From an optimization exercise on the open Yosys and OpenROAD flow, aimed at small area; shortcuts taken in it are not production practice.
RTL that was checked went through simulation tests only; none was proved equivalent to the original.
Power and IR drop assume default switching activity.

==> flow/design.v (excerpt) <==
module ssl(CLK, DIR1, DIR2, DIR3, DIR4, E1_1, E1_2, E1_3, E1_4,
           E2_1, E2_2, E2_3, E2_4, H1_1, H1_2, H1_3, H1_4,
           H2_1, H2_2, H2_3, H2_4, H3_1, H3_2, H3_3, H3_4,
           reset, Rx,
           An1, An2, An3, An4, Ap1, Ap2, Ap3, Ap4,
           Bn1, Bn2, Bn3, Bn4, Bp1, Bp2, Bp3, Bp4,
           Cn1, Cn2, Cn3, Cn4, Cp1, Cp2, Cp3, Cp4,
           speed1, speed2, speed3, speed4);
  input CLK;
  input DIR1, DIR2, DIR3, DIR4;
  input E1_1, E1_2, E1_3, E1_4;
  input E2_1, E2_2, E2_3, E2_4;
  input H1_1, H1_2, H1_3, H1_4;
  input H2_1, H2_2, H2_3, H2_4;
  input H3_1, H3_2, H3_3, H3_4;
  input reset;
  input Rx;
  output An1, An2, An3, An4, Ap1, Ap2, Ap3, Ap4;
  output Bn1, Bn2, Bn3, Bn4, Bp1, Bp2, Bp3, Bp4;
  output Cn1, Cn2, Cn3, Cn4, Cp1, Cp2, Cp3, Cp4;
  output speed1, speed2, speed3, speed4;
  wire [3:0] dir = {DIR4, DIR3, DIR2, DIR1};
  wire [3:0] qa  = {E1_4, E1_3, E1_2, E1_1};
  wire [3:0] qb  = {E2_4, E2_3, E2_2, E2_1};
  wire [3:0] h1i = {H1_4, H1_3, H1_2, H1_1};
  wire [3:0] h2i = {H2_4, H2_3, H2_2, H2_1};
  wire [3:0] h3i = {H3_4, H3_3, H3_2, H3_1};
  reg [16:0] tk;
  wire [16:0] tk_inc;
  rinc #(17) u_tkinc (.a(tk), .ci(1'b1), .s(tk_inc));
  always @(posedge CLK)
    if (!reset || tk == 17'd74999) tk <= 17'd0;
    else tk <= tk_inc;
  wire tk_hi  = (tk[16:3] == 14'd9374);           
  wire tk_lo  = (tk[16:2] == 15'd0);              
  wire tk_ea  = tk_hi & (tk[2:0] == 3'd4);        
  wire tk_eb  = tk_hi & (tk[2:0] == 3'd5);        
  wire tk_clr = tk_hi & (tk[2:0] == 3'd6);        
  wire pa = tk_hi & (tk[2:1] == 2'd1);            
  wire pb = tk_hi & (tk[2:1] == 2'd2);            
  wire pc_ = tk_hi & (tk[2:1] == 2'd3);           
  wire pd = tk_lo & ~tk[1];                       
  wire podd = tk[0];
  reg [6:0] pre;                      
  reg [6:0] pc;
  wire [6:0] pc_inc;
  rinc #(7) u_pcinc (.a(pc), .ci(1'b1), .s(pc_inc));
  always @(posedge CLK)
    if (!reset || pre == 7'd41) pre <= 7'd0;
    else pre <= {pre[5:0], ~(pre[6] ^ pre[5])};
  wire rise = (pre == 7'd38);
  always @(posedge CLK)
    if (!reset) pc <= 7'd0;
    else if (rise) pc <= pc_inc;
  reg r1, r2;
  always @(posedge CLK) begin r1 <= Rx; r2 <= r1; end
  reg [3:0] rph;                      
  wire [3:0] rph_inc;
  rinc #(4) u_rphinc (.a(rph), .ci(1'b1), .s(rph_inc));
  reg [9:0] rcnt;
  wire [9:0] rcnt_inc = {rcnt[8:0], ~(rcnt[9] ^ rcnt[6])};
  ...
For scale: ~400 flip-flops, about 55 I/O pins, roughly 0.017 sq mm of cells after synthesis.
clock: 10.0 ns
lec_check: 0
cap_margin: 20
core_margin: 2
core_utilization: 40
cts_cluster_diameter: 80
cts_cluster_size: 25
place_density: 0.6
slew_margin: 20
run.sh (not shown) runs the stock make flow with config.mk's settings and CLKGATE_MAP_FILE= SYNTH_SCRIPT=/design/flow/synth_recipe.tcl, a recipe that flattens the netlist after the stock synthesis.
Next try:
--- a/flow/config.mk
+++ b/flow/config.mk
@@ -11,2 +11,2 @@
-export CTS_CLUSTER_DIAMETER = 80
-export CTS_CLUSTER_SIZE = 25
+export CTS_CLUSTER_DIAMETER = 100
+export CTS_CLUSTER_SIZE = 30
After rerunning: The new run completed without violations; count of clock-buffer cells in the layout went down by 3; die area stays the same; routed wire length fell by 0.88%; worst hold slack barely changes; cell count shrinks by 0.45%; flip-flop and latch count is unchanged; register-to-register slack is better by 20 ps.
No run of this note included a check of the RTL's function; only the layout flow was run.

========
v9:
Another version of the RTL of ssl (not shown whole).
Size: roughly 400 flip-flops, about 55 I/O pins, ~17,000 um2 of cells after synthesis.
==> flow/config.mk <==
export PLATFORM = sky130hd
export DESIGN_NAME = ssl
export DESIGN_NICKNAME = ssl
export VERILOG_FILES = /design/flow/design.v
export SDC_FILE = /design/flow/constraint.sdc
export NUM_CORES = 4
export LEC_CHECK = 0
export CAP_MARGIN = 20
export CORE_MARGIN = 2
export CORE_UTILIZATION = 65
export CTS_CLUSTER_DIAMETER = 100
export CTS_CLUSTER_SIZE = 30
export PLACE_DENSITY = 0.75
export SLEW_MARGIN = 20
==> flow/constraint.sdc <==
create_clock -name core_clock -period 10.0 [get_ports {CLK}]
set_input_delay 2.0000 -clock core_clock [delete_from_list [all_inputs] [get_ports {CLK}]]
set_output_delay 2.0000 -clock core_clock [all_outputs]
set_load 0.01 [all_outputs]
v9: all stages complete, timing, DRC and antenna checks passed
The following lists how v52 was set up differently from v9:
- CORE_UTILIZATION changed from 65 to 40
- PLACE_DENSITY changed from 0.75 to 0.6
## What came out
[compare] base=v9 new=v52: global-route total usage across every layer lower, switching power of the nets has decreased, core utilization shows a reduction of 26 points, total power of the final layout went down by 0.98%. First-iteration DRC count improves in v52 relative to v9. Side by side, part of the power in the clock network turned out lower in v52 than in v9. v52 against v9; maximum clock frequency is up slightly. In the metrics for v52 and v9, the one carrying the higher register-to-register slack is v52.
--- input diff v52..v56 ---
- CORE_UTILIZATION: 40 -> 65
- PLACE_DENSITY: 0.6 -> 0.75
==> flow/flow/run.sh (new file) <==
#!/bin/bash
# Standard layout, with small port buffers and no CTS dummy loads.
set -e
cp standard.sh standard_copy.log
export BUFFER_PORTS_ARGS="-buffer_cell sky130_fd_sc_hd__buf_1"
export CTS_ARGS="-sink_clustering_enable -repair_clock_nets -dont_use_dummy_load -sink_clustering_size 30 -sink_clustering_max_diameter 100"
bash standard.sh > standard.log 2>&1
==> flow/standard.sh (new file) <==
#!/bin/bash
# synth_recipe.tcl (not shown) runs the flow's synth.tcl, then flattens the netlist and writes it again
# the make line also repeats each setting of config.mk as NAME=value (left out here)
make -C /OpenROAD-flow-scripts/flow DESIGN_CONFIG=/design/flow/config.mk WORK_HOME=/design/flow/orfs CLKGATE_MAP_FILE= SYNTH_SCRIPT=/design/flow/synth_recipe.tcl "${@:-finish}"
removed: flow/run.sh
- Compared v56 against v52; largest fanout on the critical path within noise.
- Delta(via count, v56 - v52) > 0
- v56 vs v52, last element of the critical path: mot[2].s0[15] vs mot[1].s0[15]
- In v56 the final critical-path required period turned out 0.047 ns higher than in v52.
- Summary of v56 over v52: clock power down 3.4%, total power shrank by 34 uW, combined global-route utilization of all metal layers picked up an extra 8.8 points, number of antenna violations at the first check in global routing +1, post-route fraction of the period consumed by the critical path higher.
- The proportion of layout cells with a drive suffix above 1 was comparable across v52 and v56.

========
before:
Another version of the RTL of ssl (not shown whole).
Size in the first run: roughly 1400 cells after synthesis.
clock: 10.0 ns
lec_check: 0
cap_margin: 20
core_margin: 2
core_utilization: 65
cts_cluster_diameter: 100
cts_cluster_size: 30
place_density: 0.75
slew_margin: 20
standard.sh (not shown) runs the stock make flow with config.mk's settings and CLKGATE_MAP_FILE= SYNTH_SCRIPT=/design/flow/synth_recipe.tcl, a recipe that flattens the netlist after the stock synthesis.
==> flow/flow/run.sh <==
#!/bin/bash
# Standard layout, with small port buffers and no CTS dummy loads.
set -e
cp standard.sh standard_copy.log
export BUFFER_PORTS_ARGS="-buffer_cell sky130_fd_sc_hd__buf_1"
export CTS_ARGS="-sink_clustering_enable -repair_clock_nets -dont_use_dummy_load -sink_clustering_size 30 -sink_clustering_max_diameter 100"
bash standard.sh > standard.log 2>&1
before: done, clean on timing, DRC and antenna
Modified inputs, after compared to before
==> flow/flow/run.sh <==
#!/bin/bash
# The standard layout with three changes:
#  - ABC maps the logic with an area-oriented script (flow/abc_area.script);
#    the rest of the synthesis is synth_recipe.tcl unchanged, so the
#    registers are the standard synthesis's;
#  - ports get the smallest buffer (buf_1);
#  - CTS inserts no dummy loads.
set -euo pipefail
here=$(pwd)
# synthesis script: synth_recipe.tcl with abc's -script argument replaced
{
  head -n 1 synth_recipe.tcl
  echo "proc abc {args} { set i [lsearch -exact \$args -script]; if {\$i >= 0} { lset args [expr {\$i + 1}] $here/flow/abc_area.script }; yosys abc {*}\$args }"
  tail -n +2 synth_recipe.tcl
} > my_synth.tcl
sed "s|SYNTH_SCRIPT=[^ ]*|SYNTH_SCRIPT=$here/my_synth.tcl|" standard.sh > my_standard.sh
export BUFFER_PORTS_ARGS="-buffer_cell sky130_fd_sc_hd__buf_1"
export CTS_ARGS="-sink_clustering_enable -repair_clock_nets -dont_use_dummy_load -sink_clustering_size 30 -sink_clustering_max_diameter 100"
bash my_standard.sh > standard.log 2>&1
==> flow/flow/abc_area.script (new file) <==
strash
dc2
dch -f
amap
strash
dch -f
amap
topo
--- a/flow/config.mk
+++ b/flow/config.mk
@@ -9,6 +9,6 @@
 export CORE_MARGIN = 2
-export CORE_UTILIZATION = 65
+export CORE_UTILIZATION = 75
 export CTS_CLUSTER_DIAMETER = 100
 export CTS_CLUSTER_SIZE = 30
-export PLACE_DENSITY = 0.75
+export PLACE_DENSITY = 0.85
 export SLEW_MARGIN = 20
Findings:
- before ended up with tk[2]$_SDFF_PP0_ as its launching instance or port of the critical path; after ended up with tk[12]$_SDFF_PP0_.
- Global-route usage (after over before): increase, 5.2 points
- after packs its core tighter than before.
- Relative to before, the synthesized area measured on after has decreased by a few percent.
- Number of iterations in the first detailed-routing pass is lower on before
- As far as number of max-cap violations goes, before and after are indistinguishable; the numbers are identical.
- after does better than before on worst hold slack.

-- afterwards: timing with drivers on the ports --
Ports are ideal in the flow. The routed layouts listed here were re-timed in OpenROAD. Step 1, drivers: a clkbuf_16 drives CLK and a buf_2 each remaining input, both assumed. Step 2 adds t to the input delays and takes it off the output delays; t is the mean of the earliest and latest rising clock arrival at the registers after step 1. Input paths then give back, and output paths get back, about the clock's delay inside the block. Three values: no drivers, after step 1, after step 2; two values: the first two.
run	shift t [ns]	setup WS [ns]	hold slack, ns	worst setup path after step 2	clock arrival spread, ns
the first run of note 1	0.579	0.951 / 0.951 / 0.951	0.336 / 0.336 / 0.336	register to register	0.027 / 0.027
the second run of note 1	0.574	0.972 / 0.972 / 0.972	0.334 / 0.334 / 0.334	register to register	0.018 / 0.018
v9	0.568	1.438 / 1.438 / 1.438	0.350 / 0.350 / 0.350	register to register	0.036 / 0.037
v52	0.564	1.527 / 1.527 / 1.527	0.339 / 0.339 / 0.339	register to register	0.019 / 0.019
v56	0.554	1.480 / 1.480 / 1.480	0.340 / 0.340 / 0.340	register to register	0.031 / 0.030
before	0.554	1.413 / 1.413 / 1.413	0.340 / 0.340 / 0.340	register to register	0.047 / 0.048
after	0.548	1.285 / 1.285 / 1.285	0.349 / 0.349 / 0.349	register to register	0.036 / 0.037
After both steps setup and hold are still met in every run listed.
